This design comes from an exercise in tuning for small area and a short achievable clock period on the open sky130 flow, not from production work. No functional check of the RTL was part of any run shown here. Power figures rest on the tool's default switching activity, not on a simulated workload.

## flow/design.v (module list and top-level ports; edited modules follow where they fit)
// module top: 1385 lines
module top (
  input         clk,
  input         rst,
  input  [31:0] a,
  input  [31:0] b,
  output [67:0] y
);
  // ...
==> flow/flow/run.sh <==
#!/bin/bash
# Own layout flow: the standard flow, with two changes.
#  1. After the standard synthesis, polarity.py removes inverters around the full adders
#     and orders each full adder's inputs by arrival time (a netlist rewrite that keeps
#     every register and the logic function).
#  2. Input ports get buf_4 buffers (each drives 16 gates) and output ports buf_1
#     buffers, instead of the default delay-buffer cells.
# Each tool's output goes to a log file of its own in this folder.
set -euo pipefail
here=$(pwd)
R=$here/orfs/results/$FLOW_PLATFORM/top/base
bash standard.sh "$R/1_2_yosys.v" > synth.log 2>&1
cp "$R/1_2_yosys.v" "$here/1_2_yosys.std.v"
python3 flow/polarity.py "$here/1_2_yosys.std.v" "$R/1_2_yosys.v" > polarity.log 2>&1
export BUFFER_PORTS_ARGS="-inputs -buffer_cell sky130_fd_sc_hd__buf_4"
export POST_GLOBAL_PLACE_TCL="$here/flow/outbuf.tcl"
export SETUP_SLACK_MARGIN=6.9
bash standard.sh > layout.log 2>&1
==> flow/flow/outbuf.tcl <==
# Buffer the output ports (the input ports were buffered before global placement).
buffer_ports -outputs -buffer_cell sky130_fd_sc_hd__buf_1
==> flow/flow/polarity.py <==
#!/usr/bin/env python3
"""Remove inverters around full adders in a flat sky130hd netlist from Yosys.

A full adder is self-dual: inverting its three inputs inverts both outputs. Yosys's
full-adder extraction often leaves an inverter between two adders. For each full adder
this pass checks whether computing it on inverted inputs (and so giving inverted outputs)
needs fewer inverters, counting AND2<->NAND2 swaps of single-load partial products, and
rewires it when the cell area goes down. The logic function of every register input and
output port is unchanged. Usage: polarity.py IN.v OUT.v"""
import re, sys
from collections import defaultdict

P = 'sky130_fd_sc_hd__'
AREA = {'inv': 3.7536, 'and2': 6.256, 'nand2': 3.7536}
OUTPINS = {'X', 'Y', 'Q', 'Q_N', 'COUT', 'SUM', 'HI', 'LO'}

src = open(sys.argv[1]).read()
m = re.search(r'^module\s+(\w+)\s*\(', src, re.M)
start = m.start()
endm = src.index('endmodule', start)
body = src[start:endm]
pre, post = src[:start], src[endm:]

decl_lines, ports = [], set()
cells = {}          # name -> [type, {pin: net}]
order = []
cell_re = re.compile(r'^\s*(\S+)\s+(\S+)\s*\((.*?)\);', re.S | re.M)
pin_re = re.compile(r'\.(\w+)\s*\(\s*(.*?)\s*\)\s*(?:,|$)', re.S)
header_end = body.index(';') + 1
header = body[:header_end]
rest = body[header_end:]
pos = 0
for st in re.finditer(r'[^;]*;', rest, re.S):
    s = st.group(0).strip()
    if not s:
        continue
    if re.match(r'(input|output|inout)\b', s):
        decl_lines.append(s)
        for nm in re.findall(r'([\\\w][^\s,;]*)\s*(?=[,;]|$)', s.split(']')[-1] if ']' in s else s[len(s.split()[0]):]):
            ports.add(nm.strip())
        continue
    if re.match(r'wire\b', s):
        w = re.match(r'wire\s+(\[[^\]]*\]\s*)?(.*);', s, re.S)
        nm = w.group(2).strip()
        if nm in ports:
            decl_lines.append(s)
        continue
    if s.startswith('assign'):
        raise SystemExit('polarity.py: unexpected assign: ' + s[:80])
    mm = re.match(r'(\S+)\s+(\\\S+\s|\S+)\s*\((.*)\)\s*;', s, re.S)
    if not mm:
        raise SystemExit('polarity.py: cannot parse: ' + s[:120])
    typ, name, pins = mm.group(1), mm.group(2).strip(), mm.group(3)
    pd = {}
    for pm in re.finditer(r'\.(\w+)\s*\(\s*((?:\\\S+\s)|[^()]*?)\s*\)', pins):
        pd[pm.group(1)] = pm.group(2).strip()
    cells[name] = [typ, pd]
    order.append(name)

def base(t):
    return t[len(P):].rsplit('_', 1)[0] if t.startswith(P) else t

def is_port_net(n):
    return n.split('[')[0] in ports or n in ports

drv, loads = {}, defaultdict(set)
def rebuild():
    drv.clear(); loads.clear()
    for c, (t, pd) in cells.items():
        for p, n in pd.items():
            if p in OUTPINS:
                drv[n] = (c, p)
            else:
                loads[n].add((c, p))
rebuild()

cnt = [0]
def newnet():
    cnt[0] += 1
    return f'_pol{cnt[0]}_'
def newcell():
    cnt[0] += 1
    return f'_polc{cnt[0]}_'

def connect(c, p, n):
    old = cells[c][1][p]
    if p in OUTPINS:
        if drv.get(old) == (c, p):
            del drv[old]
        drv[n] = (c, p)
    else:
        loads[old].discard((c, p))
        loads[n].add((c, p))
    cells[c][1][p] = n

def add_inv(a, y):
    c = newcell()
    cells[c] = [P + 'inv_1', {'A': a, 'Y': y}]
    order.append(c)
    drv[y] = (c, 'Y'); loads[a].add((c, 'A'))
    return c

def del_cell(c):
    t, pd = cells.pop(c)
    for p, n in pd.items():
        if p in OUTPINS:
            if drv.get(n) == (c, p):
                del drv[n]
        else:
            loads[n].discard((c, p))

def inv_loads(n):
    return [c for (c, p) in loads[n] if base(cells[c][0]) in ('inv', 'clkinv')]

def plan_input(n, fa):
    """cost and action to get ~n at one input of fa"""
    d = drv.get(n)
    if d and base(cells[d[0]][0]) in ('inv', 'clkinv'):
        m = cells[d[0]][1]['A']
        others = [l for l in loads[n] if l[0] != fa]
        cost = -AREA['inv'] if not others and not is_port_net(n) else 0.0
        return cost, ('use', m, d[0] if cost else None)
    il = inv_loads(n)
    if il:
        return 0.0, ('use', cells[il[0]][1]['Y'], None)
    if d and not is_port_net(n) and len(loads[n]) == 1:
        b = base(cells[d[0]][0])
        if b == 'and2':
            return AREA['nand2'] - AREA['and2'], ('swap', d[0], 'nand2')
        if b == 'nand2':
            return AREA['and2'] - AREA['nand2'], ('swap', d[0], 'and2')
    return AREA['inv'], ('newinv', n)

def plan_output(o):
    il = [c for c in inv_loads(o) if not is_port_net(cells[c][1]['Y'])]
    pil = [c for c in inv_loads(o) if is_port_net(cells[c][1]['Y'])]
    if len(pil) > 1:
        return None
    invs = pil + il
    rest = [l for l in loads[o] if l[0] not in invs]
    cost = -AREA['inv'] * len(invs)
    if rest or is_port_net(o) or not invs:
        cost += AREA['inv']
    return cost

def flip(fa):
    t, pd = cells[fa]
    for p in ('A', 'B', 'CIN'):
        n = pd[p]
        cost, act = plan_input(n, fa)
        if act[0] == 'use':
            connect(fa, p, act[1])
            if act[2] and not loads[n]:
                del_cell(act[2])
        elif act[0] == 'swap':
            dc = act[1]
            dt, dpd = cells[dc]
            op = 'X' if 'X' in dpd else 'Y'
            out = dpd.pop(op)
            del drv[out]
            np_ = 'Y' if act[2] == 'nand2' else 'X'
            dpd[np_] = out
            drv[out] = (dc, np_)
            cells[dc][0] = P + act[2] + '_1'
        else:
            m = newnet()
            add_inv(n, m)
            connect(fa, p, m)
    for p in ('SUM', 'COUT'):
        o = pd[p]
        il = inv_loads(o)
        pil = [c for c in il if is_port_net(cells[c][1]['Y'])]
        il = pil + [c for c in il if c not in pil]
        if il:
            target = cells[il[0]][1]['Y']
            del_cell(il[0])
            for c in il[1:]:
                q = cells[c][1]['Y']
                del_cell(c)
                for (lc, lp) in list(loads[q]):
                    connect(lc, lp, target)
            connect(fa, p, target)
            if loads[o] or is_port_net(o):
                add_inv(target, o)
        else:
            m = newnet()
            connect(fa, p, m)
            add_inv(m, o)

def area():
    a = 0
    for t, _ in cells.values():
        b = base(t)
        if b in AREA:
            a += AREA[b]
    return a

a0 = area()
for it in range(30):
    changed = 0
    for fa in list(order):
        if fa not in cells or base(cells[fa][0]) != 'fa':
            continue
        pd = cells[fa][1]
        cost = 0.0
        ok = True
        seen = set()
        for p in ('A', 'B', 'CIN'):
            n = pd[p]
            c, act = plan_input(n, fa)
            if n in seen:
                ok = False
            seen.add(n)
            cost += c
        for p in ('SUM', 'COUT'):
            c = plan_output(pd[p])
            if c is None:
                ok = False
                break
            cost += c
        if ok and cost < -0.5:
            flip(fa)
            changed += 1
    if not changed:
        break
order = [c for c in order if c in cells]

# Timing-driven input order of the full adders: the latest input goes to CIN, the fastest
# pin, and the earliest to A, the slowest. Arrival times come from a rough delay model.
FA_D = {'A': (0.60, 0.48), 'B': (0.57, 0.46), 'CIN': (0.55, 0.43)}   # (SUM, COUT)
def cell_delay(t):
    b = base(t)
    return {'inv': 0.10, 'clkinv': 0.10, 'nand2': 0.13, 'nor2': 0.15, 'ha': 0.35,
            'buf': 0.15, 'clkbuf': 0.15}.get(b, 0.20)
rebuild()
arr = {}
SEQ = ('df', 'sdf', 'edf')
def arrival(n, stack=0):
    if n in arr:
        return arr[n]
    d = drv.get(n)
    if d is None:
        arr[n] = 0.4
        return 0.4
    c, p = d
    t, pd = cells[c]
    b = base(t)
    if b.startswith(SEQ) or b in ('conb',):
        arr[n] = 0.4
        return 0.4
    ins = [pd[q] for q in pd if q not in OUTPINS]
    if b == 'fa':
        ats = {q: arrival(pd[q], stack + 1) for q in ('A', 'B', 'CIN')}
        res = {}
        for q in ('A', 'B', 'CIN'):
            res[q] = ats[q]
        su = max(res[q] + FA_D[q][0] for q in res)
        co = max(res[q] + FA_D[q][1] for q in res)
        arr[pd['SUM']] = su
        arr[pd['COUT']] = co
        return arr[n]
    a = max([arrival(x, stack + 1) for x in ins] or [0.0]) + cell_delay(t)
    for q in pd:
        if q in OUTPINS:
            arr[pd[q]] = a
    return a
import sys as _s
_s.setrecursionlimit(100000)
swaps = 0
def fa_topo():
    seen, out = set(), []
    def visit(c):
        if c in seen:
            return
        seen.add(c)
        t, pd = cells[c]
        if not base(t).startswith(SEQ):
            for q, n in pd.items():
                if q not in OUTPINS and n in drv:
                    visit(drv[n][0])
        out.append(c)
    for c in list(cells):
        visit(c)
    return out
for c in fa_topo():
    t, pd = cells[c]
    if base(t) == 'fa':
        nets = [pd['A'], pd['B'], pd['CIN']]
        ats = sorted(nets, key=lambda n: arrival(n))
        if ats != nets:
            for q in ('A', 'B', 'CIN'):
                loads[pd[q]].discard((c, q))
            pd['A'], pd['B'], pd['CIN'] = ats
            for q in ('A', 'B', 'CIN'):
                loads[pd[q]].add((c, q))
            swaps += 1
    # recompute this cell's outputs
    for q in pd:
        if q in OUTPINS:
            arr.pop(pd[q], None)
    for q in pd:
        if q in OUTPINS:
            arrival(pd[q])
sys.stderr.write(f'polarity.py: reordered the inputs of {swaps} full adders\n')
a1 = area()
sys.stderr.write(f'polarity.py: {it+1} passes, inv/and2/nand2 area {a0:.1f} -> {a1:.1f}\n')

nets = set()
for c in order:
    for n in cells[c][1].values():
        if not n.startswith("1'") and not is_port_net(n):
            nets.add(n)
out = [pre, header, '\n']
for d in decl_lines:
    out.append('  ' + d + '\n')
for n in sorted(nets):
    out.append(f'  wire {n}{" " if n.startswith(chr(92)) else ""};\n')
for c in order:
    t, pd = cells[c]
    pins = ',\n'.join(f'    .{p}({n}{" " if n.startswith(chr(92)) else ""})' for p, n in pd.items())
    out.append(f'  {t} {c}{" " if c.startswith(chr(92)) else ""} (\n{pins}\n  );\n')
out.append(post)
open(sys.argv[2], 'w').write(''.join(out))
==> flow/standard.sh <==
#!/bin/bash
# synth_recipe.tcl (not shown) runs the flow's synth.tcl, then flattens the netlist and writes it again
# the make line also repeats each setting of config.mk as NAME=value (left out here)
make -C /OpenROAD-flow-scripts/flow DESIGN_CONFIG=/design/flow/config.mk WORK_HOME=/design/flow/orfs CLKGATE_MAP_FILE= SYNTH_SCRIPT=/design/flow/synth_recipe.tcl "${@:-finish}"
==> flow/config.mk <==
export PLATFORM = sky130hd
export DESIGN_NAME = top
export DESIGN_NICKNAME = top
export VERILOG_FILES = /design/flow/design.v
export SDC_FILE = /design/flow/constraint.sdc
export NUM_CORES = 4
export LEC_CHECK = 0
export CAP_MARGIN = 20
export CORE_MARGIN = 2
export CORE_UTILIZATION = 40
export SLEW_MARGIN = 40
==> flow/constraint.sdc <==
create_clock -name core_clock -period 12.0 [get_ports {clk}]
set_input_delay 2.4000 -clock core_clock [delete_from_list [all_inputs] [get_ports {clk}]]
set_output_delay 2.4000 -clock core_clock [all_outputs]
set_load 0.01 [all_outputs]
==> results.txt, run 1 <==
max cap viols=0; CTS sink cnt=108; CP arrival=5.35 ns; Root Driver=clkbuf_16; Congestion Overflow GR=0; Post CTS Setup Buffer Count=2; max layer used=met4; cts hold-fix bufs=0; startpoint class of the critical path=primary input; CTS clk-pin slew, worst paths=0.08 ns; Max-slew headroom=0.573; RSZ-0062 raised after global routing=true; Starting Density=0.404; fmax=198 MHz; Seq area share=0.149; Worst Path Required=12.29 ns; Avg Synthesized Cell Area=10.7 µm²; Final Max Tran Viols=0; Post-route DRC=0; P&R area growth vs syn=16.4%; Met1 Routed Length=15400 µm; fin cells=2035; total power=3.66 mW; CTS tree=done; status=finished clean; Die Width=201 µm; GR Util met3=0.0369; vias in the first global route=12154; dpl hpwl=30700 µm
==> inputs of run 2 (changes only) <==
--- a/flow/design.v
+++ b/flow/design.v
@@ -1,25 +1,25 @@
 module top (
   input         clk,
   input         rst,
   input  [31:0] a,
   input  [31:0] b,
   output [67:0] y
 );
-  reg [26:0] c11_r;
-  reg [26:0] c12_r;
-  reg [26:0] c21_r;
-  reg [26:0] c22_r;
+  reg [30:0] c11_r;
+  reg [30:0] c12_r;
+  reg [30:0] c21_r;
+  reg [30:0] c22_r;
   always @(posedge clk or posedge rst) begin
     if (rst) begin
-      c11_r <= 27'b000000000000000000000000000;
-      c12_r <= 27'b000000000000000000000000000;
-      c21_r <= 27'b000000000000000000000000000;
-      c22_r <= 27'b000000000000000000000000000;
+      c11_r <= 31'b0000000000000000000000000000000;
+      c12_r <= 31'b0000000000000000000000000000000;
+      c21_r <= 31'b0000000000000000000000000000000;
+      c22_r <= 31'b0000000000000000000000000000000;
     end else begin
       c11_r <= c11_d;
       c12_r <= c12_d;
       c21_r <= c21_d;
       c22_r <= c22_d;
     end
   end
   wire c11_pp1 = a[0] & b[0];
@@ -215,18 +215,16 @@
   wire c11_s191, c11_c192;
   assign {c11_c192, c11_s191} = c11_s179 + c11_s181 + c11_s183;
   wire c11_s193, c11_c194;
   assign {c11_c194, c11_s193} = c11_s185 + c11_c170 + c11_s187;
   wire c11_s195, c11_c196;
   assign {c11_c196, c11_s195} = c11_c172 + c11_s189 + c11_s191;
   wire c11_s197, c11_c198;
   assign {c11_c198, c11_s197} = c11_c174 + c11_s193 + c11_s195;
-  wire c11_s199, c11_c200;
-  assign {c11_c200, c11_s199} = c11_c176 + c11_s197 + c11_c178;
   wire c11_s201, c11_c202;
   assign {c11_c202, c11_s201} = c11_pp8 + c11_pp15 + c11_pp22;
   wire c11_s203, c11_c204;
   assign {c11_c204, c11_s203} = c11_pp29 + c11_pp36 + c11_pp43;
   wire c11_s205, c11_c206;
   assign {c11_c206, c11_s205} = c11_pp50 + c11_pp57 + c11_pp72;
   wire c11_s207, c11_c208;
   assign {c11_c208, c11_s207} = c11_pp79 + c11_pp86 + c11_pp93;
@@ -241,18 +239,16 @@
   wire c11_s217, c11_c218;
   assign {c11_c218, c11_s217} = c11_s209 + c11_c188 + c11_c190;
   wire c11_s219, c11_c220;
   assign {c11_c220, c11_s219} = c11_s211 + c11_c192 + c11_s213;
   wire c11_s221, c11_c222;
   assign {c11_c222, c11_s221} = c11_s215 + c11_c194 + c11_s217;
   wire c11_s223, c11_c224;
   assign {c11_c224, c11_s223} = c11_c196 + c11_s219 + c11_s221;
-  wire c11_s225 = c11_c198 ^ c11_s223;
-  wire c11_c226 = c11_c198 & c11_s223;
   wire c11_s227, c11_c228;
   assign {c11_c228, c11_s227} = c11_pp16 + c11_pp23 + c11_pp30;
   wire c11_s229, c11_c230;
   assign {c11_c230, c11_s229} = c11_pp37 + c11_pp44 + c11_pp51;
   wire c11_s231, c11_c232;
   assign {c11_c232, c11_s231} = c11_pp58 + c11_pp80 + c11_pp87;
   wire c11_s233, c11_c234;
   assign {c11_c234, c11_s233} = c11_pp94 + c11_pp101 + c11_pp108;
@@ -287,18 +283,16 @@
   wire c11_s265, c11_c266;
   assign {c11_c266, c11_s265} = c11_s257 + c11_s259 + c11_c236;
   wire c11_s267, c11_c268;
   assign {c11_c268, c11_s267} = c11_c238 + c11_c240 + c11_s261;
   wire c11_s269, c11_c270;
   assign {c11_c270, c11_s269} = c11_s263 + c11_c242 + c11_s265;
   wire c11_s271, c11_c272;
   assign {c11_c272, c11_s271} = c11_c244 + c11_s267 + c11_c246;
-  wire c11_s273, c11_c274;
-  assign {c11_c274, c11_s273} = c11_s269 + c11_c248 + c11_s271;
   wire c11_s277, c11_c278;
   assign {c11_c278, c11_s277} = c11_pp32 + c11_pp39 + c11_pp46;
   wire c11_s279, c11_c280;
   assign {c11_c280, c11_s279} = c11_pp53 + c11_pp60 + c11_pp96;
   wire c11_s281, c11_c282;
   assign {c11_c282, c11_s281} = c11_pp103 + c11_pp110 + c11_pp117;
   wire c11_s283, c11_c284;
   assign {c11_c284, c11_s283} = c11_pp124 + c11_c254 + c11_c256;
@@ -321,52 +315,58 @@
   wire c11_s303, c11_c304;
   assign {c11_c304, c11_s303} = c11_c280 + c11_c282 + c11_s297;
   wire c11_s305, c11_c306;
   assign {c11_c306, c11_s305} = c11_s299 + c11_c284 + c11_c286;
   wire c11_s307, c11_c308;
   assign {c11_c308, c11_s307} = c11_s301 + c11_s303 + c11_c288;
   wire c11_s309, c11_c310;
   assign {c11_c310, c11_s309} = c11_c290 + c11_s305 + c11_s307;
-  wire c11_s311, c11_c312;
-  assign {c11_c312, c11_s311} = c11_c292 + c11_s309 + c11_c294;
   wire c11_s313, c11_c314;
   assign {c11_c314, c11_s313} = c11_pp48 + c11_pp55 + c11_pp62;
   wire c11_s315, c11_c316;
   assign {c11_c316, c11_s315} = c11_pp112 + c11_pp119 + c11_pp126;
   wire c11_s317, c11_c318;
   assign {c11_c318, c11_s317} = c11_c298 + c11_c300 + c11_s313;
   wire c11_s319, c11_c320;
   assign {c11_c320, c11_s319} = c11_s315 + c11_c302 + c11_c304;
   wire c11_s321, c11_c322;
   assign {c11_c322, c11_s321} = c11_s317 + c11_c306 + c11_s319;
-  wire c11_s323, c11_c324;
-  assign {c11_c324, c11_s323} = c11_c308 + c11_s321 + c11_c310;
   wire c11_s325, c11_c326;
   assign {c11_c326, c11_s325} = c11_pp56 + c11_pp63 + c11_pp120;
   wire c11_s327, c11_c328;
   assign {c11_c328, c11_s327} = c11_pp127 + c11_c314 + c11_c316;
   wire c11_s329, c11_c330;
   assign {c11_c330, c11_s329} = c11_s325 + c11_c318 + c11_s327;
   wire c11_s331, c11_c332;
   assign {c11_c332, c11_s331} = c11_c320 + c11_s329 + c11_c322;
   wire c11_s333, c11_c334;
   assign {c11_c334, c11_s333} = c11_pp64 + c11_pp128 + c11_c326;
   wire c11_s335, c11_c336;
   assign {c11_c336, c11_s335} = c11_c328 + c11_s333 + c11_c330;
   wire [6:0] c11_lo337 = {c11_s177, c11_s159, c11_s145, c11_s135, c11_pp73, c11_pp1} + {1'b0, 1'b0, 1'b0, 1'b0, c11_s129, c11_pp65};
-  wire [26:0] c11_d = {c11_s225, c11_c312, c11_c324, c11_c332, c11_c336, c11_s199, c11_c200, c11_s311, c11_s323, c11_s331, c11_s335, c11_c334, c11_lo337[6], c11_lo337[5], c11_lo337[4], c11_lo337[3], c11_lo337[2], c11_lo337[1], c11_lo337[0], c11_c274, c11_s293, c11_c272, c11_s273, c11_c250, c11_c226, c11_s249, c11_c224};
+  wire [30:0] c11_d = {c11_c332, c11_c336, c11_s331, c11_s335, c11_c334, c11_lo337[6], c11_lo337[5], c11_lo337[4], c11_lo337[3], c11_lo337[2], c11_lo337[1], c11_lo337[0], c11_c310, c11_s321, c11_c308, c11_c294, c11_s309, c11_c292, c11_s293, c11_c272, c11_c250, c11_s271, c11_c248, c11_s269, c11_s249, c11_c224, c11_s223, c11_c198, c11_c178, c11_s197, c11_c176};
+  wire c11_s199, c11_c200;
+  assign {c11_c200, c11_s199} = c11_r[0] + c11_r[1] + c11_r[2];
+  wire c11_s225 = c11_r[3] ^ c11_r[4];
+  wire c11_c226 = c11_r[3] & c11_r[4];
   wire c11_s251, c11_c252;
-  assign {c11_c252, c11_s251} = c11_r[0] + c11_r[1] + c11_r[2];
-  wire c11_s275 = c11_r[3] ^ c11_r[4];
-  wire c11_c276 = c11_r[3] & c11_r[4];
+  assign {c11_c252, c11_s251} = c11_r[5] + c11_r[6] + c11_c226;
+  wire c11_s273, c11_c274;
+  assign {c11_c274, c11_s273} = c11_r[7] + c11_r[8] + c11_r[9];
+  wire c11_s275 = c11_r[10] ^ c11_s273;
+  wire c11_c276 = c11_r[10] & c11_s273;
   wire c11_s295, c11_c296;
-  assign {c11_c296, c11_s295} = c11_r[5] + c11_r[6] + c11_r[7];
-  wire [12:0] c11_hs338 = {1'b0, {1'b0, c11_r[15], c11_r[16], c11_r[17], c11_r[18], c11_r[19], c11_c276, c11_s275, c11_s251, c11_r[20], c11_r[21]}, c11_r[14]} + {1'b0, {1'b0, c11_r[22], c11_r[23], c11_r[24], c11_r[25], c11_c296, c11_s295, c11_c252, 1'b0, c11_r[26], 1'b0}, c11_r[14]};
-  assign y[16:0] = {c11_hs338[11:1], {c11_r[13], c11_r[12], c11_r[11], c11_r[10], c11_r[9], c11_r[8]}};
+  assign {c11_c296, c11_s295} = c11_r[11] + c11_r[12] + c11_c274;
+  wire c11_s311, c11_c312;
+  assign {c11_c312, c11_s311} = c11_r[13] + c11_r[14] + c11_r[15];
+  wire c11_s323, c11_c324;
+  assign {c11_c324, c11_s323} = c11_r[16] + c11_r[17] + c11_r[18];
+  wire [12:0] c11_hs338 = {1'b0, {1'b0, c11_r[26], c11_r[27], c11_r[28], c11_s323, c11_s311, c11_c276, c11_s275, c11_s251, c11_c200, c11_s199}, c11_r[25]} + {1'b0, {1'b0, c11_r[29], c11_r[30], c11_c324, c11_c312, c11_c296, c11_s295, c11_c252, 1'b0, c11_s225, 1'b0}, c11_r[25]};
+  assign y[16:0] = {c11_hs338[11:1], {c11_r[24], c11_r[23], c11_r[22], c11_r[21], c11_r[20], c11_r[19]}};
   wire c12_pp1 = a[0] & b[8];
   wire c12_pp2 = a[0] & b[9];
   wire c12_pp3 = a[0] & b[10];
   wire c12_pp4 = a[0] & b[11];
   wire c12_pp5 = a[0] & b[12];
   wire c12_pp6 = a[0] & b[13];
   wire c12_pp7 = a[0] & b[14];
   wire c12_pp8 = a[0] & b[15];
@@ -555,18 +555,16 @@
   wire c12_s191, c12_c192;
   assign {c12_c192, c12_s191} = c12_s179 + c12_s181 + c12_s183;
   wire c12_s193, c12_c194;
   assign {c12_c194, c12_s193} = c12_s185 + c12_c170 + c12_s187;
   wire c12_s195, c12_c196;
   assign {c12_c196, c12_s195} = c12_c172 + c12_s189 + c12_s191;
   wire c12_s197, c12_c198;
   assign {c12_c198, c12_s197} = c12_c174 + c12_s193 + c12_s195;
-  wire c12_s199, c12_c200;
-  assign {c12_c200, c12_s199} = c12_c176 + c12_s197 + c12_c178;
   wire c12_s201, c12_c202;
   assign {c12_c202, c12_s201} = c12_pp8 + c12_pp15 + c12_pp22;
   wire c12_s203, c12_c204;
   assign {c12_c204, c12_s203} = c12_pp29 + c12_pp36 + c12_pp43;
   wire c12_s205, c12_c206;
   assign {c12_c206, c12_s205} = c12_pp50 + c12_pp57 + c12_pp72;
   wire c12_s207, c12_c208;
   assign {c12_c208, c12_s207} = c12_pp79 + c12_pp86 + c12_pp93;
@@ -581,18 +579,16 @@
   wire c12_s217, c12_c218;
   assign {c12_c218, c12_s217} = c12_s209 + c12_c188 + c12_c190;
   wire c12_s219, c12_c220;
   assign {c12_c220, c12_s219} = c12_s211 + c12_c192 + c12_s213;
   wire c12_s221, c12_c222;
   assign {c12_c222, c12_s221} = c12_s215 + c12_c194 + c12_s217;
   wire c12_s223, c12_c224;
   assign {c12_c224, c12_s223} = c12_c196 + c12_s219 + c12_s221;
-  wire c12_s225 = c12_c198 ^ c12_s223;
-  wire c12_c226 = c12_c198 & c12_s223;
   wire c12_s227, c12_c228;
   assign {c12_c228, c12_s227} = c12_pp16 + c12_pp23 + c12_pp30;
   wire c12_s229, c12_c230;
   assign {c12_c230, c12_s229} = c12_pp37 + c12_pp44 + c12_pp51;
   wire c12_s231, c12_c232;
   assign {c12_c232, c12_s231} = c12_pp58 + c12_pp80 + c12_pp87;
   wire c12_s233, c12_c234;
   assign {c12_c234, c12_s233} = c12_pp94 + c12_pp101 + c12_pp108;
@@ -627,18 +623,16 @@
   wire c12_s265, c12_c266;
   assign {c12_c266, c12_s265} = c12_s257 + c12_s259 + c12_c236;
   wire c12_s267, c12_c268;
   assign {c12_c268, c12_s267} = c12_c238 + c12_c240 + c12_s261;
   wire c12_s269, c12_c270;
   assign {c12_c270, c12_s269} = c12_s263 + c12_c242 + c12_s265;
   wire c12_s271, c12_c272;
   assign {c12_c272, c12_s271} = c12_c244 + c12_s267 + c12_c246;
-  wire c12_s273, c12_c274;
-  assign {c12_c274, c12_s273} = c12_s269 + c12_c248 + c12_s271;
   wire c12_s277, c12_c278;
   assign {c12_c278, c12_s277} = c12_pp32 + c12_pp39 + c12_pp46;
   wire c12_s279, c12_c280;
   assign {c12_c280, c12_s279} = c12_pp53 + c12_pp60 + c12_pp96;
   wire c12_s281, c12_c282;
   assign {c12_c282, c12_s281} = c12_pp103 + c12_pp110 + c12_pp117;
   wire c12_s283, c12_c284;
   assign {c12_c284, c12_s283} = c12_pp124 + c12_c254 + c12_c256;
@@ -661,52 +655,58 @@
   wire c12_s303, c12_c304;
   assign {c12_c304, c12_s303} = c12_c280 + c12_c282 + c12_s297;
   wire c12_s305, c12_c306;
   assign {c12_c306, c12_s305} = c12_s299 + c12_c284 + c12_c286;
   wire c12_s307, c12_c308;
   assign {c12_c308, c12_s307} = c12_s301 + c12_s303 + c12_c288;
   wire c12_s309, c12_c310;
   assign {c12_c310, c12_s309} = c12_c290 + c12_s305 + c12_s307;
-  wire c12_s311, c12_c312;
-  assign {c12_c312, c12_s311} = c12_c292 + c12_s309 + c12_c294;
   wire c12_s313, c12_c314;
   assign {c12_c314, c12_s313} = c12_pp48 + c12_pp55 + c12_pp62;
   wire c12_s315, c12_c316;
   assign {c12_c316, c12_s315} = c12_pp112 + c12_pp119 + c12_pp126;
   wire c12_s317, c12_c318;
   assign {c12_c318, c12_s317} = c12_c298 + c12_c300 + c12_s313;
   wire c12_s319, c12_c320;
   assign {c12_c320, c12_s319} = c12_s315 + c12_c302 + c12_c304;
   wire c12_s321, c12_c322;
   assign {c12_c322, c12_s321} = c12_s317 + c12_c306 + c12_s319;
-  wire c12_s323, c12_c324;
-  assign {c12_c324, c12_s323} = c12_c308 + c12_s321 + c12_c310;
   wire c12_s325, c12_c326;
   assign {c12_c326, c12_s325} = c12_pp56 + c12_pp63 + c12_pp120;
   wire c12_s327, c12_c328;
   assign {c12_c328, c12_s327} = c12_pp127 + c12_c314 + c12_c316;
   wire c12_s329, c12_c330;
   assign {c12_c330, c12_s329} = c12_s325 + c12_c318 + c12_s327;
   wire c12_s331, c12_c332;
   assign {c12_c332, c12_s331} = c12_c320 + c12_s329 + c12_c322;
   wire c12_s333, c12_c334;
   assign {c12_c334, c12_s333} = c12_pp64 + c12_pp128 + c12_c326;
   wire c12_s335, c12_c336;
   assign {c12_c336, c12_s335} = c12_c328 + c12_s333 + c12_c330;
   wire [6:0] c12_lo337 = {c12_s177, c12_s159, c12_s145, c12_s135, c12_pp73, c12_pp1} + {1'b0, 1'b0, 1'b0, 1'b0, c12_s129, c12_pp65};
-  wire [26:0] c12_d = {c12_s225, c12_c312, c12_c324, c12_c332, c12_c336, c12_s199, c12_c200, c12_s311, c12_s323, c12_s331, c12_s335, c12_c334, c12_lo337[6], c12_lo337[5], c12_lo337[4], c12_lo337[3], c12_lo337[2], c12_lo337[1], c12_lo337[0], c12_c274, c12_s293, c12_c272, c12_s273, c12_c250, c12_c226, c12_s249, c12_c224};
+  wire [30:0] c12_d = {c12_c332, c12_c336, c12_s331, c12_s335, c12_c334, c12_lo337[6], c12_lo337[5], c12_lo337[4], c12_lo337[3], c12_lo337[2], c12_lo337[1], c12_lo337[0], c12_c310, c12_s321, c12_c308, c12_c294, c12_s309, c12_c292, c12_s293, c12_c272, c12_c250, c12_s271, c12_c248, c12_s269, c12_s249, c12_c224, c12_s223, c12_c198, c12_c178, c12_s197, c12_c176};
+  wire c12_s199, c12_c200;
+  assign {c12_c200, c12_s199} = c12_r[0] + c12_r[1] + c12_r[2];
+  wire c12_s225 = c12_r[3] ^ c12_r[4];
+  wire c12_c226 = c12_r[3] & c12_r[4];
   wire c12_s251, c12_c252;
-  assign {c12_c252, c12_s251} = c12_r[0] + c12_r[1] + c12_r[2];
-  wire c12_s275 = c12_r[3] ^ c12_r[4];
-  wire c12_c276 = c12_r[3] & c12_r[4];
+  assign {c12_c252, c12_s251} = c12_r[5] + c12_r[6] + c12_c226;
+  wire c12_s273, c12_c274;
+  assign {c12_c274, c12_s273} = c12_r[7] + c12_r[8] + c12_r[9];
+  wire c12_s275 = c12_r[10] ^ c12_s273;
+  wire c12_c276 = c12_r[10] & c12_s273;
   wire c12_s295, c12_c296;
-  assign {c12_c296, c12_s295} = c12_r[5] + c12_r[6] + c12_r[7];
-  wire [12:0] c12_hs338 = {1'b0, {1'b0, c12_r[15], c12_r[16], c12_r[17], c12_r[18], c12_r[19], c12_c276, c12_s275, c12_s251, c12_r[20], c12_r[21]}, c12_r[14]} + {1'b0, {1'b0, c12_r[22], c12_r[23], c12_r[24], c12_r[25], c12_c296, c12_s295, c12_c252, 1'b0, c12_r[26], 1'b0}, c12_r[14]};
-  assign y[33:17] = {c12_hs338[11:1], {c12_r[13], c12_r[12], c12_r[11], c12_r[10], c12_r[9], c12_r[8]}};
+  assign {c12_c296, c12_s295} = c12_r[11] + c12_r[12] + c12_c274;
+  wire c12_s311, c12_c312;
+  assign {c12_c312, c12_s311} = c12_r[13] + c12_r[14] + c12_r[15];
+  wire c12_s323, c12_c324;
+  assign {c12_c324, c12_s323} = c12_r[16] + c12_r[17] + c12_r[18];
+  wire [12:0] c12_hs338 = {1'b0, {1'b0, c12_r[26], c12_r[27], c12_r[28], c12_s323, c12_s311, c12_c276, c12_s275, c12_s251, c12_c200, c12_s199}, c12_r[25]} + {1'b0, {1'b0, c12_r[29], c12_r[30], c12_c324, c12_c312, c12_c296, c12_s295, c12_c252, 1'b0, c12_s225, 1'b0}, c12_r[25]};
+  assign y[33:17] = {c12_hs338[11:1], {c12_r[24], c12_r[23], c12_r[22], c12_r[21], c12_r[20], c12_r[19]}};
   wire c21_pp1 = a[16] & b[0];
   wire c21_pp2 = a[16] & b[1];
   wire c21_pp3 = a[16] & b[2];
   wire c21_pp4 = a[16] & b[3];
   wire c21_pp5 = a[16] & b[4];
   wire c21_pp6 = a[16] & b[5];
   wire c21_pp7 = a[16] & b[6];
   wire c21_pp8 = a[16] & b[7];
@@ -895,18 +895,16 @@
   wire c21_s191, c21_c192;
   assign {c21_c192, c21_s191} = c21_s179 + c21_s181 + c21_s183;
   wire c21_s193, c21_c194;
   assign {c21_c194, c21_s193} = c21_s185 + c21_c170 + c21_s187;
   wire c21_s195, c21_c196;
   assign {c21_c196, c21_s195} = c21_c172 + c21_s189 + c21_s191;
   wire c21_s197, c21_c198;
   assign {c21_c198, c21_s197} = c21_c174 + c21_s193 + c21_s195;
-  wire c21_s199, c21_c200;
-  assign {c21_c200, c21_s199} = c21_c176 + c21_s197 + c21_c178;
   wire c21_s201, c21_c202;
   assign {c21_c202, c21_s201} = c21_pp8 + c21_pp15 + c21_pp22;
   wire c21_s203, c21_c204;
   assign {c21_c204, c21_s203} = c21_pp29 + c21_pp36 + c21_pp43;
   wire c21_s205, c21_c206;
   assign {c21_c206, c21_s205} = c21_pp50 + c21_pp57 + c21_pp72;
   wire c21_s207, c21_c208;
   assign {c21_c208, c21_s207} = c21_pp79 + c21_pp86 + c21_pp93;
@@ -921,18 +919,16 @@
   wire c21_s217, c21_c218;
   assign {c21_c218, c21_s217} = c21_s209 + c21_c188 + c21_c190;
   wire c21_s219, c21_c220;
   assign {c21_c220, c21_s219} = c21_s211 + c21_c192 + c21_s213;
   wire c21_s221, c21_c222;
   assign {c21_c222, c21_s221} = c21_s215 + c21_c194 + c21_s217;
   wire c21_s223, c21_c224;
   assign {c21_c224, c21_s223} = c21_c196 + c21_s219 + c21_s221;
-  wire c21_s225 = c21_c198 ^ c21_s223;
-  wire c21_c226 = c21_c198 & c21_s223;
   wire c21_s227, c21_c228;
   assign {c21_c228, c21_s227} = c21_pp16 + c21_pp23 + c21_pp30;
   wire c21_s229, c21_c230;
   assign {c21_c230, c21_s229} = c21_pp37 + c21_pp44 + c21_pp51;
   wire c21_s231, c21_c232;
   assign {c21_c232, c21_s231} = c21_pp58 + c21_pp80 + c21_pp87;
   wire c21_s233, c21_c234;
   assign {c21_c234, c21_s233} = c21_pp94 + c21_pp101 + c21_pp108;
@@ -967,18 +963,16 @@
   wire c21_s265, c21_c266;
   assign {c21_c266, c21_s265} = c21_s257 + c21_s259 + c21_c236;
   wire c21_s267, c21_c268;
   assign {c21_c268, c21_s267} = c21_c238 + c21_c240 + c21_s261;
   wire c21_s269, c21_c270;
   assign {c21_c270, c21_s269} = c21_s263 + c21_c242 + c21_s265;
   wire c21_s271, c21_c272;
   assign {c21_c272, c21_s271} = c21_c244 + c21_s267 + c21_c246;
-  wire c21_s273, c21_c274;
-  assign {c21_c274, c21_s273} = c21_s269 + c21_c248 + c21_s271;
   wire c21_s277, c21_c278;
   assign {c21_c278, c21_s277} = c21_pp32 + c21_pp39 + c21_pp46;
   wire c21_s279, c21_c280;
   assign {c21_c280, c21_s279} = c21_pp53 + c21_pp60 + c21_pp96;
   wire c21_s281, c21_c282;
   assign {c21_c282, c21_s281} = c21_pp103 + c21_pp110 + c21_pp117;
   wire c21_s283, c21_c284;
   assign {c21_c284, c21_s283} = c21_pp124 + c21_c254 + c21_c256;
@@ -1001,52 +995,58 @@
   wire c21_s303, c21_c304;
   assign {c21_c304, c21_s303} = c21_c280 + c21_c282 + c21_s297;
   wire c21_s305, c21_c306;
   assign {c21_c306, c21_s305} = c21_s299 + c21_c284 + c21_c286;
   wire c21_s307, c21_c308;
   assign {c21_c308, c21_s307} = c21_s301 + c21_s303 + c21_c288;
   wire c21_s309, c21_c310;
   assign {c21_c310, c21_s309} = c21_c290 + c21_s305 + c21_s307;
-  wire c21_s311, c21_c312;
-  assign {c21_c312, c21_s311} = c21_c292 + c21_s309 + c21_c294;
   wire c21_s313, c21_c314;
   assign {c21_c314, c21_s313} = c21_pp48 + c21_pp55 + c21_pp62;
   wire c21_s315, c21_c316;
   assign {c21_c316, c21_s315} = c21_pp112 + c21_pp119 + c21_pp126;
   wire c21_s317, c21_c318;
   assign {c21_c318, c21_s317} = c21_c298 + c21_c300 + c21_s313;
   wire c21_s319, c21_c320;
   assign {c21_c320, c21_s319} = c21_s315 + c21_c302 + c21_c304;
   wire c21_s321, c21_c322;
   assign {c21_c322, c21_s321} = c21_s317 + c21_c306 + c21_s319;
-  wire c21_s323, c21_c324;
-  assign {c21_c324, c21_s323} = c21_c308 + c21_s321 + c21_c310;
   wire c21_s325, c21_c326;
   assign {c21_c326, c21_s325} = c21_pp56 + c21_pp63 + c21_pp120;
   wire c21_s327, c21_c328;
   assign {c21_c328, c21_s327} = c21_pp127 + c21_c314 + c21_c316;
   wire c21_s329, c21_c330;
   assign {c21_c330, c21_s329} = c21_s325 + c21_c318 + c21_s327;
   wire c21_s331, c21_c332;
   assign {c21_c332, c21_s331} = c21_c320 + c21_s329 + c21_c322;
   wire c21_s333, c21_c334;
   assign {c21_c334, c21_s333} = c21_pp64 + c21_pp128 + c21_c326;
   wire c21_s335, c21_c336;
   assign {c21_c336, c21_s335} = c21_c328 + c21_s333 + c21_c330;
   wire [6:0] c21_lo337 = {c21_s177, c21_s159, c21_s145, c21_s135, c21_pp73, c21_pp1} + {1'b0, 1'b0, 1'b0, 1'b0, c21_s129, c21_pp65};
-  wire [26:0] c21_d = {c21_s225, c21_c312, c21_c324, c21_c332, c21_c336, c21_s199, c21_c200, c21_s311, c21_s323, c21_s331, c21_s335, c21_c334, c21_lo337[6], c21_lo337[5], c21_lo337[4], c21_lo337[3], c21_lo337[2], c21_lo337[1], c21_lo337[0], c21_c274, c21_s293, c21_c272, c21_s273, c21_c250, c21_c226, c21_s249, c21_c224};
+  wire [30:0] c21_d = {c21_c332, c21_c336, c21_s331, c21_s335, c21_c334, c21_lo337[6], c21_lo337[5], c21_lo337[4], c21_lo337[3], c21_lo337[2], c21_lo337[1], c21_lo337[0], c21_c310, c21_s321, c21_c308, c21_c294, c21_s309, c21_c292, c21_s293, c21_c272, c21_c250, c21_s271, c21_c248, c21_s269, c21_s249, c21_c224, c21_s223, c21_c198, c21_c178, c21_s197, c21_c176};
+  wire c21_s199, c21_c200;
+  assign {c21_c200, c21_s199} = c21_r[0] + c21_r[1] + c21_r[2];
+  wire c21_s225 = c21_r[3] ^ c21_r[4];
+  wire c21_c226 = c21_r[3] & c21_r[4];
   wire c21_s251, c21_c252;
-  assign {c21_c252, c21_s251} = c21_r[0] + c21_r[1] + c21_r[2];
-  wire c21_s275 = c21_r[3] ^ c21_r[4];
-  wire c21_c276 = c21_r[3] & c21_r[4];
+  assign {c21_c252, c21_s251} = c21_r[5] + c21_r[6] + c21_c226;
+  wire c21_s273, c21_c274;
+  assign {c21_c274, c21_s273} = c21_r[7] + c21_r[8] + c21_r[9];
+  wire c21_s275 = c21_r[10] ^ c21_s273;
+  wire c21_c276 = c21_r[10] & c21_s273;
   wire c21_s295, c21_c296;
-  assign {c21_c296, c21_s295} = c21_r[5] + c21_r[6] + c21_r[7];
-  wire [12:0] c21_hs338 = {1'b0, {1'b0, c21_r[15], c21_r[16], c21_r[17], c21_r[18], c21_r[19], c21_c276, c21_s275, c21_s251, c21_r[20], c21_r[21]}, c21_r[14]} + {1'b0, {1'b0, c21_r[22], c21_r[23], c21_r[24], c21_r[25], c21_c296, c21_s295, c21_c252, 1'b0, c21_r[26], 1'b0}, c21_r[14]};
-  assign y[50:34] = {c21_hs338[11:1], {c21_r[13], c21_r[12], c21_r[11], c21_r[10], c21_r[9], c21_r[8]}};
+  assign {c21_c296, c21_s295} = c21_r[11] + c21_r[12] + c21_c274;
+  wire c21_s311, c21_c312;
+  assign {c21_c312, c21_s311} = c21_r[13] + c21_r[14] + c21_r[15];
+  wire c21_s323, c21_c324;
+  assign {c21_c324, c21_s323} = c21_r[16] + c21_r[17] + c21_r[18];
+  wire [12:0] c21_hs338 = {1'b0, {1'b0, c21_r[26], c21_r[27], c21_r[28], c21_s323, c21_s311, c21_c276, c21_s275, c21_s251, c21_c200, c21_s199}, c21_r[25]} + {1'b0, {1'b0, c21_r[29], c21_r[30], c21_c324, c21_c312, c21_c296, c21_s295, c21_c252, 1'b0, c21_s225, 1'b0}, c21_r[25]};
+  assign y[50:34] = {c21_hs338[11:1], {c21_r[24], c21_r[23], c21_r[22], c21_r[21], c21_r[20], c21_r[19]}};
   wire c22_pp1 = a[16] & b[8];
   wire c22_pp2 = a[16] & b[9];
   wire c22_pp3 = a[16] & b[10];
   wire c22_pp4 = a[16] & b[11];
   wire c22_pp5 = a[16] & b[12];
   wire c22_pp6 = a[16] & b[13];
   wire c22_pp7 = a[16] & b[14];
   wire c22_pp8 = a[16] & b[15];
@@ -1235,18 +1235,16 @@
   wire c22_s191, c22_c192;
   assign {c22_c192, c22_s191} = c22_s179 + c22_s181 + c22_s183;
   wire c22_s193, c22_c194;
   assign {c22_c194, c22_s193} = c22_s185 + c22_c170 + c22_s187;
   wire c22_s195, c22_c196;
   assign {c22_c196, c22_s195} = c22_c172 + c22_s189 + c22_s191;
   wire c22_s197, c22_c198;
   assign {c22_c198, c22_s197} = c22_c174 + c22_s193 + c22_s195;
-  wire c22_s199, c22_c200;
-  assign {c22_c200, c22_s199} = c22_c176 + c22_s197 + c22_c178;
   wire c22_s201, c22_c202;
   assign {c22_c202, c22_s201} = c22_pp8 + c22_pp15 + c22_pp22;
   wire c22_s203, c22_c204;
   assign {c22_c204, c22_s203} = c22_pp29 + c22_pp36 + c22_pp43;
   wire c22_s205, c22_c206;
   assign {c22_c206, c22_s205} = c22_pp50 + c22_pp57 + c22_pp72;
   wire c22_s207, c22_c208;
   assign {c22_c208, c22_s207} = c22_pp79 + c22_pp86 + c22_pp93;
@@ -1261,18 +1259,16 @@
   wire c22_s217, c22_c218;
   assign {c22_c218, c22_s217} = c22_s209 + c22_c188 + c22_c190;
   wire c22_s219, c22_c220;
   assign {c22_c220, c22_s219} = c22_s211 + c22_c192 + c22_s213;
   wire c22_s221, c22_c222;
   assign {c22_c222, c22_s221} = c22_s215 + c22_c194 + c22_s217;
   wire c22_s223, c22_c224;
   assign {c22_c224, c22_s223} = c22_c196 + c22_s219 + c22_s221;
-  wire c22_s225 = c22_c198 ^ c22_s223;
-  wire c22_c226 = c22_c198 & c22_s223;
   wire c22_s227, c22_c228;
   assign {c22_c228, c22_s227} = c22_pp16 + c22_pp23 + c22_pp30;
   wire c22_s229, c22_c230;
   assign {c22_c230, c22_s229} = c22_pp37 + c22_pp44 + c22_pp51;
   wire c22_s231, c22_c232;
   assign {c22_c232, c22_s231} = c22_pp58 + c22_pp80 + c22_pp87;
   wire c22_s233, c22_c234;
   assign {c22_c234, c22_s233} = c22_pp94 + c22_pp101 + c22_pp108;
@@ -1307,18 +1303,16 @@
   wire c22_s265, c22_c266;
   assign {c22_c266, c22_s265} = c22_s257 + c22_s259 + c22_c236;
   wire c22_s267, c22_c268;
   assign {c22_c268, c22_s267} = c22_c238 + c22_c240 + c22_s261;
   wire c22_s269, c22_c270;
   assign {c22_c270, c22_s269} = c22_s263 + c22_c242 + c22_s265;
   wire c22_s271, c22_c272;
   assign {c22_c272, c22_s271} = c22_c244 + c22_s267 + c22_c246;
-  wire c22_s273, c22_c274;
-  assign {c22_c274, c22_s273} = c22_s269 + c22_c248 + c22_s271;
   wire c22_s277, c22_c278;
   assign {c22_c278, c22_s277} = c22_pp32 + c22_pp39 + c22_pp46;
   wire c22_s279, c22_c280;
   assign {c22_c280, c22_s279} = c22_pp53 + c22_pp60 + c22_pp96;
   wire c22_s281, c22_c282;
   assign {c22_c282, c22_s281} = c22_pp103 + c22_pp110 + c22_pp117;
   wire c22_s283, c22_c284;
   assign {c22_c284, c22_s283} = c22_pp124 + c22_c254 + c22_c256;
@@ -1341,45 +1335,51 @@
   wire c22_s303, c22_c304;
   assign {c22_c304, c22_s303} = c22_c280 + c22_c282 + c22_s297;
   wire c22_s305, c22_c306;
   assign {c22_c306, c22_s305} = c22_s299 + c22_c284 + c22_c286;
   wire c22_s307, c22_c308;
   assign {c22_c308, c22_s307} = c22_s301 + c22_s303 + c22_c288;
   wire c22_s309, c22_c310;
   assign {c22_c310, c22_s309} = c22_c290 + c22_s305 + c22_s307;
-  wire c22_s311, c22_c312;
-  assign {c22_c312, c22_s311} = c22_c292 + c22_s309 + c22_c294;
   wire c22_s313, c22_c314;
   assign {c22_c314, c22_s313} = c22_pp48 + c22_pp55 + c22_pp62;
   wire c22_s315, c22_c316;
   assign {c22_c316, c22_s315} = c22_pp112 + c22_pp119 + c22_pp126;
   wire c22_s317, c22_c318;
   assign {c22_c318, c22_s317} = c22_c298 + c22_c300 + c22_s313;
   wire c22_s319, c22_c320;
   assign {c22_c320, c22_s319} = c22_s315 + c22_c302 + c22_c304;
   wire c22_s321, c22_c322;
   assign {c22_c322, c22_s321} = c22_s317 + c22_c306 + c22_s319;
-  wire c22_s323, c22_c324;
-  assign {c22_c324, c22_s323} = c22_c308 + c22_s321 + c22_c310;
   wire c22_s325, c22_c326;
   assign {c22_c326, c22_s325} = c22_pp56 + c22_pp63 + c22_pp120;
   wire c22_s327, c22_c328;
   assign {c22_c328, c22_s327} = c22_pp127 + c22_c314 + c22_c316;
   wire c22_s329, c22_c330;
   assign {c22_c330, c22_s329} = c22_s325 + c22_c318 + c22_s327;
   wire c22_s331, c22_c332;
   assign {c22_c332, c22_s331} = c22_c320 + c22_s329 + c22_c322;
   wire c22_s333, c22_c334;
   assign {c22_c334, c22_s333} = c22_pp64 + c22_pp128 + c22_c326;
   wire c22_s335, c22_c336;
   assign {c22_c336, c22_s335} = c22_c328 + c22_s333 + c22_c330;
   wire [6:0] c22_lo337 = {c22_s177, c22_s159, c22_s145, c22_s135, c22_pp73, c22_pp1} + {1'b0, 1'b0, 1'b0, 1'b0, c22_s129, c22_pp65};
-  wire [26:0] c22_d = {c22_s225, c22_c312, c22_c324, c22_c332, c22_c336, c22_s199, c22_c200, c22_s311, c22_s323, c22_s331, c22_s335, c22_c334, c22_lo337[6], c22_lo337[5], c22_lo337[4], c22_lo337[3], c22_lo337[2], c22_lo337[1], c22_lo337[0], c22_c274, c22_s293, c22_c272, c22_s273, c22_c250, c22_c226, c22_s249, c22_c224};
+  wire [30:0] c22_d = {c22_c332, c22_c336, c22_s331, c22_s335, c22_c334, c22_lo337[6], c22_lo337[5], c22_lo337[4], c22_lo337[3], c22_lo337[2], c22_lo337[1], c22_lo337[0], c22_c310, c22_s321, c22_c308, c22_c294, c22_s309, c22_c292, c22_s293, c22_c272, c22_c250, c22_s271, c22_c248, c22_s269, c22_s249, c22_c224, c22_s223, c22_c198, c22_c178, c22_s197, c22_c176};
+  wire c22_s199, c22_c200;
+  assign {c22_c200, c22_s199} = c22_r[0] + c22_r[1] + c22_r[2];
+  wire c22_s225 = c22_r[3] ^ c22_r[4];
+  wire c22_c226 = c22_r[3] & c22_r[4];
   wire c22_s251, c22_c252;
-  assign {c22_c252, c22_s251} = c22_r[0] + c22_r[1] + c22_r[2];
-  wire c22_s275 = c22_r[3] ^ c22_r[4];
-  wire c22_c276 = c22_r[3] & c22_r[4];
+  assign {c22_c252, c22_s251} = c22_r[5] + c22_r[6] + c22_c226;
+  wire c22_s273, c22_c274;
+  assign {c22_c274, c22_s273} = c22_r[7] + c22_r[8] + c22_r[9];
+  wire c22_s275 = c22_r[10] ^ c22_s273;
+  wire c22_c276 = c22_r[10] & c22_s273;
   wire c22_s295, c22_c296;
-  assign {c22_c296, c22_s295} = c22_r[5] + c22_r[6] + c22_r[7];
-  wire [12:0] c22_hs338 = {1'b0, {1'b0, c22_r[15], c22_r[16], c22_r[17], c22_r[18], c22_r[19], c22_c276, c22_s275, c22_s251, c22_r[20], c22_r[21]}, c22_r[14]} + {1'b0, {1'b0, c22_r[22], c22_r[23], c22_r[24], c22_r[25], c22_c296, c22_s295, c22_c252, 1'b0, c22_r[26], 1'b0}, c22_r[14]};
-  assign y[67:51] = {c22_hs338[11:1], {c22_r[13], c22_r[12], c22_r[11], c22_r[10], c22_r[9], c22_r[8]}};
+  assign {c22_c296, c22_s295} = c22_r[11] + c22_r[12] + c22_c274;
+  wire c22_s311, c22_c312;
+  assign {c22_c312, c22_s311} = c22_r[13] + c22_r[14] + c22_r[15];
+  wire c22_s323, c22_c324;
+  assign {c22_c324, c22_s323} = c22_r[16] + c22_r[17] + c22_r[18];
+  wire [12:0] c22_hs338 = {1'b0, {1'b0, c22_r[26], c22_r[27], c22_r[28], c22_s323, c22_s311, c22_c276, c22_s275, c22_s251, c22_c200, c22_s199}, c22_r[25]} + {1'b0, {1'b0, c22_r[29], c22_r[30], c22_c324, c22_c312, c22_c296, c22_s295, c22_c252, 1'b0, c22_s225, 1'b0}, c22_r[25]};
+  assign y[67:51] = {c22_hs338[11:1], {c22_r[24], c22_r[23], c22_r[22], c22_r[21], c22_r[20], c22_r[19]}};
 endmodule
--- a/flow/flow/run.sh
+++ b/flow/flow/run.sh
@@ -9,10 +9,9 @@
 set -euo pipefail
 here=$(pwd)
 R=$here/orfs/results/$FLOW_PLATFORM/top/base
 bash standard.sh "$R/1_2_yosys.v" > synth.log 2>&1
 cp "$R/1_2_yosys.v" "$here/1_2_yosys.std.v"
 python3 flow/polarity.py "$here/1_2_yosys.std.v" "$R/1_2_yosys.v" > polarity.log 2>&1
 export BUFFER_PORTS_ARGS="-inputs -buffer_cell sky130_fd_sc_hd__buf_4"
 export POST_GLOBAL_PLACE_TCL="$here/flow/outbuf.tcl"
-export SETUP_SLACK_MARGIN=6.9
 bash standard.sh > layout.log 2>&1
==> run 2 against run 1 <==
Net effect:
- still clean on timing, DRC and antenna
- fmax fell by 11%
- non-clock buffer count fell by 5
- combinational power is 8.5% higher
- critical path depth did not move
==> results.txt, run 2 <==
status=finished clean (unchanged); PortBufs=133 (unchanged); vias=10920 (was 10693); Post-route DRC=0 (unchanged); Power per Cell Area=236 nW/µm² (was 202 nW/µm²); final wirelength=40600 µm (was 39500 µm); Final Max Tran Viols=0 (unchanged); Setup crit end kind=output pin (was flop); Longest Clk Path Bufs=2 (unchanged); Synth Instances=1483 (was 1449); Fin Setup TNS=0 ns (unchanged); Detailed Routing Iterations Pass 1=6 (was 5); antenna violations before repair=1 (was 0); First DRT Iteration DRCs=791 (was 552); Core Box Area=39700 µm² (was 38600 µm²); cts hold-fix bufs=0 (unchanged); Mapped Area=16100 µm² (was 15600 µm²); fin crit share=0.472 (was 0.422); Via density=5.23 (was 5.25); Die Width=205 µm (was 201 µm); CP arrival=3.27 ns (was 5.35 ns); Congestion Overflow GR=0 (unchanged); Worst Tran Pin Value=0.540 ns (was 0.637 ns); RSZ-0062 raised after global routing=false (was true); commonest non-fill, non-tap cells in the layout=nand2_1 (504), fa_1 (412), dfrtp_1 (124) (was nand2_1 (466), fa_1 (273), fa_2 (139)); FF+latch area=3100 µm² (was 2700 µm²); DIE AREA=41800 µm² (was 40500 µm²); Worst Path Required=9.60 ns (was 12.29 ns); max cap viols=0 (unchanged); dpl hpwl=30900 µm (was 30700 µm); Multi-input gate area=12100 µm² (was 12800 µm²); CTS clk-pin slew, worst paths=0.06 ns (was 0.08 ns); WL/cell=19.5 µm (was 19.4 µm); Max-slew headroom=0.640 (was 0.573); Top Ports=134 (unchanged); CTS Buf Count=17 (was 9); Post CTS Setup Buffer Count=0 (was 2); IR drop worst, VDD=212 µV (was 141 µV); Fin. Hold Viols=0 (unchanged); syn nets=2013 (was 1979); total power=4.17 mW (was 3.66 mW); Site Rows=73 (was 72); Root Driver=clkbuf_16 (unchanged); startpoint class of the critical path=flop (was primary input); Leak Pwr=7.36 nW (was 7.00 nW); yosys warns=1 (unchanged); Tmin final=5.67 ns (was 5.06 ns); H-tree Lvls=4 (was 3); largest net degree at the start of global routing=59 (was 61); P&R area growth vs syn=10.1% (was 16.4%); Routed Antenna Nets=0 (unchanged); nets@finish=2078 (was 2042); Starting Density=0.405 (was 0.404); HP Class=in2async (unchanged); final core occ=0.446 (was 0.470); Resize count post-CTS=0 (was 76); fmax=176 MHz (was 198 MHz); # fillers=3729 (was 3565); Avg Synthesized Cell Area=10.8 µm² (was 10.7 µm²); Critical Path Fanout Max=4 (was 16); vias in the first global route=12084 (was 12154); first-pass GRT wire length=67600 µm (was 64500 µm); commonest non-fill, non-tap cell in the layout=nand2_1 (unchanged); Ant. Diodes=0 (unchanged); critical path type=reg2out (was in2reg); Global Route Usage Sum=0.213 (was 0.208); # setup viols final=0 (unchanged); CTS sink cnt=124 (was 108); CTS tree=done (unchanged); layout cells sized above 1=0.0743 (was 0.208); Die Y=205 µm (was 201 µm)
## run 2: cell type report
cell class / instances / area share
Inverter: 121 / 0.0259
Sequential cell: 124 / 0.175
Multi-Input combinational cell: 1149 / 0.683
Tap cell: 525 / 0.0371
Clock inverter: 13 / 0.00933
Clock buffer: 19 / 0.0256
Timing Repair Buffer: 135 / 0.0435
## run 2: metrics by stage
step                area [µm²]  hold WS (ns)  std cells  worst slack (ns)
finish                   17700          2.01       2086              6.33
global route             17700          2.07       2086              6.15
global placement         16800          2.56       1985              6.57
CTS                      17700          2.12       2086              6.30
detailed placement       17100          2.59       2054              6.50
floorplan                16100          2.64       1483              6.30
## run 2: path summary, 6_finish.rpt
| check | depth (start not counted) | startpoint | to | slack [ns] |
|---|---|---|---|---|
| max in group asynchronous | 4 | rst | c21_r[14] | 8.86 |
| worst min-delay path | 2 | rst | c12_r[23] | 2.01 |
| min in group core_clock | 3 | b[0] | c11_r[19] | 2.47 |
| worst max-delay path | 9 | c11_r[7] | y[16] | 6.33 |
## run 2: report_power, final
group	internal, mW	switching [mW]
combinational	1.21	1.73
sequential	0.607	0.0766
clock	0.338	0.212
total	2.16	2.02
## run 2: worst max-delay path, cell delays in order, from the launching register on
cell,delay [ns]
dfrtp_1,0.39
fa_1,0.44
fa_1,0.46
ha_1,0.37
a21o_1,0.20
a21oi_1,0.19
o21a_1,0.21
o21ai_0,0.17
a31o_2,0.29
buf_1,0.12
## run 2: routing by layer
layer	part of all wire	up-vias	GRT usage	wire length, µm
met5	0.00017	-	0	7
met4	0.011	2	0.0406	450
met3	0.091	30	0.0466	3680
met2	0.45	527	0.315	18100
met1	0.45	5773	0.326	18400
li1	-	4588	-	-

==> re-timing with driven ports <==
Ports are ideal in the flow. The routed layouts listed here were re-timed in OpenROAD. Step 1 sets driving cells, clkbuf_16 on the clock port and buf_2 on the other inputs (assumed; they add their load-dependent delay and slew). Step 2 adds t to the input delays and takes it off the output delays; t is the mean of the earliest and latest rising clock arrival at the registers after step 1. Input paths then give back, and output paths get back, about the clock's delay inside the block. Three values: ideal ports, drivers, drivers and shift; two values: the first two.
| run | shift t [ns] | setup WS [ns] | worst hold slack (ns) | cell pins on the clock port's net |
|---|---|---|---|---|
| run 1 | 0.433 | 6.937 / 6.921 / 6.488 | 1.890 / 1.861 / 2.294 | 1 |
| run 2 | 0.485 | 6.330 / 6.281 / 6.499 | 2.014 / 1.986 / 2.471 | 1 |
After both steps setup and hold are still met in every run listed. For run 1, which loses most, drivers alone change the setup slack by -0.016 ns; drivers and shift together by -0.449 ns.
